From an optimization exercise on the open Yosys and OpenROAD flow, aimed at small area, a short achievable clock period and few clock cycles per item; shortcuts taken in it are not production practice.
Function was checked by simulation only, so behaviour that the tests miss may differ from the original.
No activity file was given, so power comes from the tool's default toggle rates.

## ALU
module ALU #(
    parameter WIDTH = 32
)(
    input [WIDTH-1:0] num_1,
    input [WIDTH-1:0] num_2,
    input [WIDTH-1:0] sub_reg_input,
    input [3:0] opcode,
    input clk,
    output [WIDTH-1:0] result,
    output [WIDTH-1:0] sub_reg_result,
    output done,
    output [3:0] flag
);
    reg  [3:0] op_r;      
    reg        first_r;   
    reg        rdy_r;     
    reg  [3:0] cnt;
    reg        mul_r;     
    reg        div_r;     
    wire same = (opcode == op_r);
    assign done = rdy_r & same;
    wire s_add = (opcode == 4'd0);
    wire s_sub = (opcode == 4'd1);
    wire s_mul = (opcode == 4'd2);
    wire s_div = (opcode == 4'd3);
    wire s_neg = (opcode == 4'd4);
    wire s_and = (opcode == 4'd5);
    wire s_or  = (opcode == 4'd6);
    wire s_xor = (opcode == 4'd7);
    wire s_not = (opcode == 4'd8);
    wire s_idle = opcode[3] & (opcode[2:0] != 3'd0);
    reg [33:0] H;       
    reg [32:0] L;       
    reg [31:0] Yr;      
    reg        dinv;    
    reg        ovf_r;   
    reg        sz_r;    
  ...
export LEC_CHECK = 0
export CAP_MARGIN = 20
export CORE_MARGIN = 2
export CORE_UTILIZATION = 40
export PLACE_DENSITY = 0.6
export SETUP_SLACK_MARGIN = 5
export SLEW_MARGIN = 20
export TNS_END_PERCENT = 10
create_clock -name core_clock -period 11.0 [get_ports {clk}]
standard.sh (not shown) runs the stock make flow with config.mk's settings and CLKGATE_MAP_FILE= SYNTH_SCRIPT=/design/flow/synth_recipe.tcl, a recipe that flattens the netlist after the stock synthesis.
==> flow/flow/run.sh <==
#!/bin/bash
# The standard layout (the standard.sh: ORFS synth .. finish), with the
# ports buffered by buf_2 cells instead of the delay cells buffer_ports picks.
# Clock period and constraints unchanged.
set -euo pipefail
bash standard.sh finish "BUFFER_PORTS_ARGS=-buffer_cell sky130_fd_sc_hd__buf_2" > standard.log 2>&1
The baseline completed with no timing, DRC or antenna violations.
Testbench counts at the start, summed over its fixed seeds: cycles 159,008, ops 24,000.
Next try:
Settings changed: TNS_END_PERCENT 10 to not set.
Outcome: The changed run produced a clean layout; worst setup slack gains 0.030 ns; clock power stays flat; synthesized cell count does not change; die area does not change; critical path depth is unchanged; flip-flop and latch count does not change; clock-buffer cell count stays the same; power climbs by 2.7%; non-clock buffer count is unchanged.
Next try:
==> flow/flow/run.sh (replaced) <==
#!/bin/bash
# The standard layout (the standard.sh: ORFS synth .. finish), with the
# ports buffered by buf_2 cells instead of the delay cells buffer_ports picks.
# Setup repair aims 5.3 ns below the period. Clock period and constraints unchanged.
set -euo pipefail
bash standard.sh finish "BUFFER_PORTS_ARGS=-buffer_cell sky130_fd_sc_hd__buf_2" SETUP_SLACK_MARGIN=5.3 > standard.log 2>&1
After rerunning: The new run passed the timing, DRC and antenna checks; first-iteration DRC count is about the same; count of clock-buffer cells in the layout came out higher by 1; total power climbs by 11%.
Next try:
==> flow/flow/run.sh (replaced) <==
#!/bin/bash
# The standard layout (the standard.sh: ORFS synth .. finish), with the
# ports buffered by buf_2 cells instead of the delay cells buffer_ports picks.
# Clock period and constraints unchanged.
set -euo pipefail
bash standard.sh finish "BUFFER_PORTS_ARGS=-buffer_cell sky130_fd_sc_hd__buf_2" > standard.log 2>&1
Settings changed: ABC_AREA set to 1, TNS_END_PERCENT set to 10.
Effect:
- The new run ran to the end with no violations
- power drops by 16%
- via count climbs by 8.0%
- wire length climbs by 9.1%
- core utilization drops by 5.0 points
- setup slack is worse by 0.10 ns
- final cell count climbs by 20%

========
## pepper
ALU, a different RTL version from the one above (not shown whole).
For scale: roughly 3000 cells after synthesis, roughly 120 flip-flops, ~170 I/O pins.
## ALU
module ALU #(
    parameter WIDTH = 32
)(
    input [WIDTH-1:0] num_1,
    input [WIDTH-1:0] num_2,
    input [WIDTH-1:0] sub_reg_input,
    input [3:0] opcode,
    input clk,
    output [WIDTH-1:0] result,
    output [WIDTH-1:0] sub_reg_result,
    output done,
    output [3:0] flag
);
export LEC_CHECK = 0
export CAP_MARGIN = 20
export CORE_MARGIN = 2
export CORE_UTILIZATION = 40
export PLACE_DENSITY = 0.6
export SETUP_SLACK_MARGIN = 4.5
export SLEW_MARGIN = 20
create_clock -name core_clock -period 11.0 [get_ports {clk}]
==> flow/flow/run.sh <==
#!/bin/bash
# The standard layout (the standard.sh: ORFS synth .. finish), with the
# ports buffered by buf_2 cells instead of the delay cells buffer_ports picks.
# Clock period and constraints unchanged.
set -euo pipefail
bash standard.sh finish "BUFFER_PORTS_ARGS=-buffer_cell sky130_fd_sc_hd__buf_2" > standard.log 2>&1
Testbench counts of pepper, summed over its fixed seeds: cycles 149,117, ops 24,000.
Modified inputs, maple compared to pepper
- SETUP_SLACK_MARGIN changed from 4.5 to 5
- CORE_UTILIZATION changed from 40 to 55
- PLACE_DENSITY changed from 0.6 to 0.7
Higher number of standard-cell rows in the floorplan goes to pepper over maple.
Between pepper and maple, hold slack is lower for maple, pepper comes in above that.
Relative to pepper, clock period minus final worst setup slack has decreased by 0.18 ns in maple.
Setup slack: maple more than pepper
Looking at global routing usage summed across all routing layers, maple sits 11 points higher than pepper does.
The final area in maple was higher than what pepper gave.
Cmp maple vs pepper: critical path buffer and inverter count lower in maple
Starting density of the core on maple is up relative to pepper.

========
== before ==
The RTL this note starts from:
==> flow/design.v <==
module ALU #(
    parameter WIDTH = 32
)(
    input [WIDTH-1:0] num_1,
    input [WIDTH-1:0] num_2,
    input [WIDTH-1:0] sub_reg_input,
    input [3:0] opcode,
    input clk,
    output [WIDTH-1:0] result,
    output [WIDTH-1:0] sub_reg_result,
    output done,
    output [3:0] flag
);
    reg  [3:0] op_r;      
    reg        first_r;   
    reg        rdy_r;     
    reg  [3:0] cnt;
    reg        mul_r;     
    reg        div_r;     
    wire same = (opcode == op_r);
    assign done = rdy_r & same;
    wire s_add = (opcode == 4'd0);
    wire s_sub = (opcode == 4'd1);
    wire s_mul = (opcode == 4'd2);
    wire s_div = (opcode == 4'd3);
    wire s_neg = (opcode == 4'd4);
    wire s_and = (opcode == 4'd5);
    wire s_or  = (opcode == 4'd6);
    wire s_xor = (opcode == 4'd7);
    wire s_not = (opcode == 4'd8);
    wire s_idle = opcode[3] & (opcode[2:0] != 3'd0);
    reg [33:0] H;       
    reg [32:0] L;       
    reg [31:0] Yr;      
    reg        ovf_r;   
    reg        sz_r;    
    reg        neg_r;   
    reg        w_r;     
    always @(posedge clk) Yr <= opcode[0] ? num_2 : num_1;
    wire [35:0] ys = {{4{Yr[31]}}, Yr};
    wire        sz = sub_reg_input[31];
    wire        sd = num_2[31];
    wire [31:0] n_hi = sub_reg_input ^ {32{sz}};
    wire [31:0] n_lo = num_1 ^ {32{sz}};
    wire [35:0] a_s = {{4{num_1[31]}}, num_1};
    wire [35:0] b_s = {{4{num_2[31]}}, num_2};
    wire        st_inv = opcode[2] | (opcode[1] ? ~sd : opcode[0]);
    wire [32:0] st_x   = opcode[2] ? 33'd0 : (opcode[1] ? {1'b0, n_hi} : a_s[32:0]);
    wire [32:0] st_y   = opcode[2] ? ~a_s[32:0] : (b_s[32:0] ^ {33{st_inv}});
    wire [32:0] S0     = st_x + st_y + {32'd0, st_inv};    
    function [2:0] booth;   
        input b1, b0, bm;
        booth = {b1, (b1 & ~b0 & ~bm) | (~b1 & b0 & bm), b0 ^ bm};
    endfunction
    reg  [2:0]  bt0, bt1;    
    wire [35:0] y0 = ((bt0[0] ? ys : 36'd0) | (bt0[1] ? {ys[34:0], 1'b0} : 36'd0)) ^ {36{bt0[2]}};
    wire [35:0] y1 = ((bt1[0] ? {ys[33:0], 2'b0} : 36'd0) | (bt1[1] ? {ys[32:0], 3'b0} : 36'd0)) ^ {36{bt1[2]}};
    wire [35:0] hx = {{2{H[33]}}, H};
    wire [35:0] cs_s = hx ^ y0 ^ y1;
    wire [35:0] cs_c = {(hx[34:0] & y0[34:0]) | (hx[34:0] & y1[34:0]) | (y0[34:0] & y1[34:0]), bt1[2]};
    wire        dinv = ~Yr[31];               
    wire [35:0] P = {H, L[32], L[31]};        
    wire [35:0] dm1 = ys ^ {36{dinv}};                   
    wire [35:0] dm2 = {ys[34:0], 1'b0} ^ {36{dinv}};     
    wire [35:0] a1 = mul_r ? cs_s : P;
    wire [35:0] b1 = mul_r ? cs_c : dm1;
    wire        c1 = mul_r ? bt0[2] : dinv;
    wire [35:0] S1 = a1 + b1 + {35'd0, c1};
    wire [35:0] S2 = P + dm2 + {35'd0, dinv};
    wire [35:0] d3_s = P ^ dm1 ^ dm2;
    wire [35:0] d3_c = {(P[34:0] & dm1[34:0]) | (P[34:0] & dm2[34:0]) | (dm1[34:0] & dm2[34:0]), dinv};
    wire [35:0] S3 = d3_s + d3_c + {35'd0, dinv};
    wire e1 = &S1, e2 = &S2, e3 = &S3;
    wire        st_arith = s_add | s_sub | s_neg;
    wire [31:0] l_other = s_mul ? num_2 :
                          s_div ? n_lo :
                          s_and ? (num_1 & num_2) :
                          s_or  ? (num_1 | num_2) :
                          s_xor ? (num_1 ^ num_2) : ~num_1;
    wire g1 = ~S1[35], g2 = ~S2[35], g3 = ~S3[35];
    wire [33:0] r_new = g3 ? S3[33:0] : g2 ? S2[33:0] : g1 ? S1[33:0] : P[33:0];
    always @(posedge clk) begin
        op_r  <= opcode;
        mul_r <= s_mul;
        div_r <= s_div;
        if (s_idle) begin
            first_r <= 1'b1;
            rdy_r   <= 1'b0;
        end else if (first_r) begin
            first_r <= 1'b0;
            rdy_r   <= ~(s_mul | s_div) | (s_div & ~S0[32]);
            cnt     <= 4'd0;
        end else if (rdy_r | ~same) begin
            first_r <= 1'b1;
            rdy_r   <= 1'b0;
        end else begin
            cnt     <= cnt + 4'd1;
            rdy_r   <= mul_r ? (cnt == 4'd7) : (cnt == 4'd15);
        end
    end
    always @(posedge clk) begin
        if (first_r) begin
            H     <= s_div ? {2'b0, n_hi} : 34'd0;
            L[32:1] <= st_arith ? S0[31:0] : l_other;
            L[0]  <= 1'b0;
            bt0   <= booth(num_2[1], num_2[0], 1'b0);
            bt1   <= booth(num_2[3], num_2[2], num_2[1]);
            ovf_r <= (st_arith & (S0[32] ^ S0[31])) | (s_div & ~S0[32]);
            sz_r  <= s_div & sz;
            neg_r <= s_div & (sz ^ sd);
            w_r   <= s_div & sz & (&S0);
        end else begin
            H     <= mul_r ? {{2{S1[35]}}, S1[35:4]} : r_new;
            L     <= mul_r ? {S1[3:0], L[32:5], L[0]} : {L[30:1], g2, g3 | (g1 & ~g2), L[0]};
            bt0   <= booth(L[6], L[5], L[4]);
            bt1   <= booth(L[8], L[7], L[6]);
            w_r   <= sz_r & (e1 | e2 | e3 | (w_r & L[32] & L[31]));
        end
    end
    wire [32:0] q = {1'b0, L[32:1] ^ {32{neg_r}}} + {32'd0, neg_r ^ w_r};
    wire l_nz = |L[32:1];
    wire lo_nz  = |L[31:1];
    wire lo_one = &L[31:1];
    wire range_ovf = L[32] & (neg_r ? (lo_nz | w_r) : 1'b1) | (~neg_r & w_r & lo_one);
    wire div_ovf = div_r & (ovf_r | range_ovf);
    assign result = div_ovf ? 32'd0 : q[31:0];
    assign sub_reg_result = (mul_r | (div_r & ~div_ovf & ~w_r)) ? (H[31:0] ^ {32{sz_r}}) : 32'd0;
    assign flag[3] = div_ovf | (~div_r & ovf_r);
    assign flag[2] = div_ovf | (~l_nz & ~w_r & (~mul_r | (H[31:0] == 32'd0)));
    assign flag[1] = ~div_ovf & (mul_r ? H[31] : q[31]);
    assign flag[0] = ~div_r & ovf_r;
endmodule
Settings: LEC_CHECK=0, CAP_MARGIN=20, CORE_MARGIN=2, CORE_UTILIZATION=40, PLACE_DENSITY=0.6, SETUP_SLACK_MARGIN=5, SLEW_MARGIN=20; clock period 11.0 ns.
==> flow/flow/run.sh <==
#!/bin/bash
# The standard layout (the standard.sh: ORFS synth .. finish), with the
# ports buffered by buf_2 cells instead of the delay cells buffer_ports picks.
# Setup repair aims 5.6 ns below the period. Clock period and constraints unchanged.
set -euo pipefail
bash standard.sh finish "BUFFER_PORTS_ARGS=-buffer_cell sky130_fd_sc_hd__buf_2" SETUP_SLACK_MARGIN=5.6 > standard.log 2>&1
Testbench counts of before, summed over its fixed seeds: cycles 159,008, ops 24,000.
Relative to before, the following input files were edited for after:
==> flow/flow/run.sh <==
#!/bin/bash
# The standard layout (the standard.sh: ORFS synth .. finish), with the
# ports buffered by buf_2 cells instead of the delay cells buffer_ports picks.
# Clock period and constraints unchanged.
set -euo pipefail
bash standard.sh finish "BUFFER_PORTS_ARGS=-buffer_cell sky130_fd_sc_hd__buf_2" > standard.log 2>&1
## What came out
Both conditions hold for after: the flow ran to the end and the final layout passed the timing, DRC and antenna checks. Relative to before, sequential share of layout area has increased by 0.49 points in after. Going from before to after, post-detailed-route wirelength per cell grew slightly. Diff before and after: non-clock buffer total of the final layout lower in after. On multi-input combinational cell count, before and after are basically level. Routed wire in after totals less than in before. The setup slack of after is smaller than that of before. Diff before -> after: internal cell power fell by 2.8%; number of buffers and inverters on the critical path fell by 1.

[static timing again, ports no longer ideal]
No port has a modelled driver above. Below, the same layouts with a new extraction and two added sets of constraints.
Step 1 (the two cells are an assumption about what drives the block):
set clk [get_ports {clk}]
set_driving_cell -lib_cell sky130_fd_sc_hd__clkbuf_16 $clk
set_driving_cell -lib_cell sky130_fd_sc_hd__buf_2 [delete_from_list [all_inputs] $clk]
Step 2 times the ports against the registers' clock, not the clock port: input delays grow and output delays shrink by t, the midpoint of the rising clock arrivals with the driver on.
Three values: ideal ports, drivers, drivers and shift; two values: the first two.
| run | t, ns | setup slack, ns | worst setup path after step 2 | clock arrival spread, ns | pins driven straight from the clock port |
|---|---|---|---|---|---|
| the first run of note 1 | 0.508 | 4.961 / 4.994 / 4.486 | input to register | 0.014 / 0.014 | 1 |
| the second run of note 1 | 0.507 | 4.991 / 5.013 / 4.506 | input to register | 0.016 / 0.016 | 1 |
| the third run of note 1 | 0.512 | 5.166 / 5.106 / 4.594 | input to register | 0.010 / 0.010 | 1 |
| the fourth run of note 1 | 0.521 | 5.061 / 5.037 / 4.701 | input to register | 0.017 / 0.018 | 1 |
| pepper | 0.492 | 4.634 / 4.634 / 4.198 | input to register | 0.013 / 0.013 | 1 |
| maple | 0.492 | 4.812 / 4.812 / 4.377 | input to register | 0.020 / 0.021 | 1 |
| before | 0.514 | 5.295 / 5.237 / 4.925 | input to register | 0.011 / 0.011 | 1 |
| after | 0.520 | 4.918 / 4.918 / 4.700 | input to register | 0.017 / 0.017 | 1 |
After both steps every run listed still meets setup and hold. The setup slack of the third run of note 1, which loses most, moves by -0.060 ns with the drivers and by -0.572 ns with both steps.
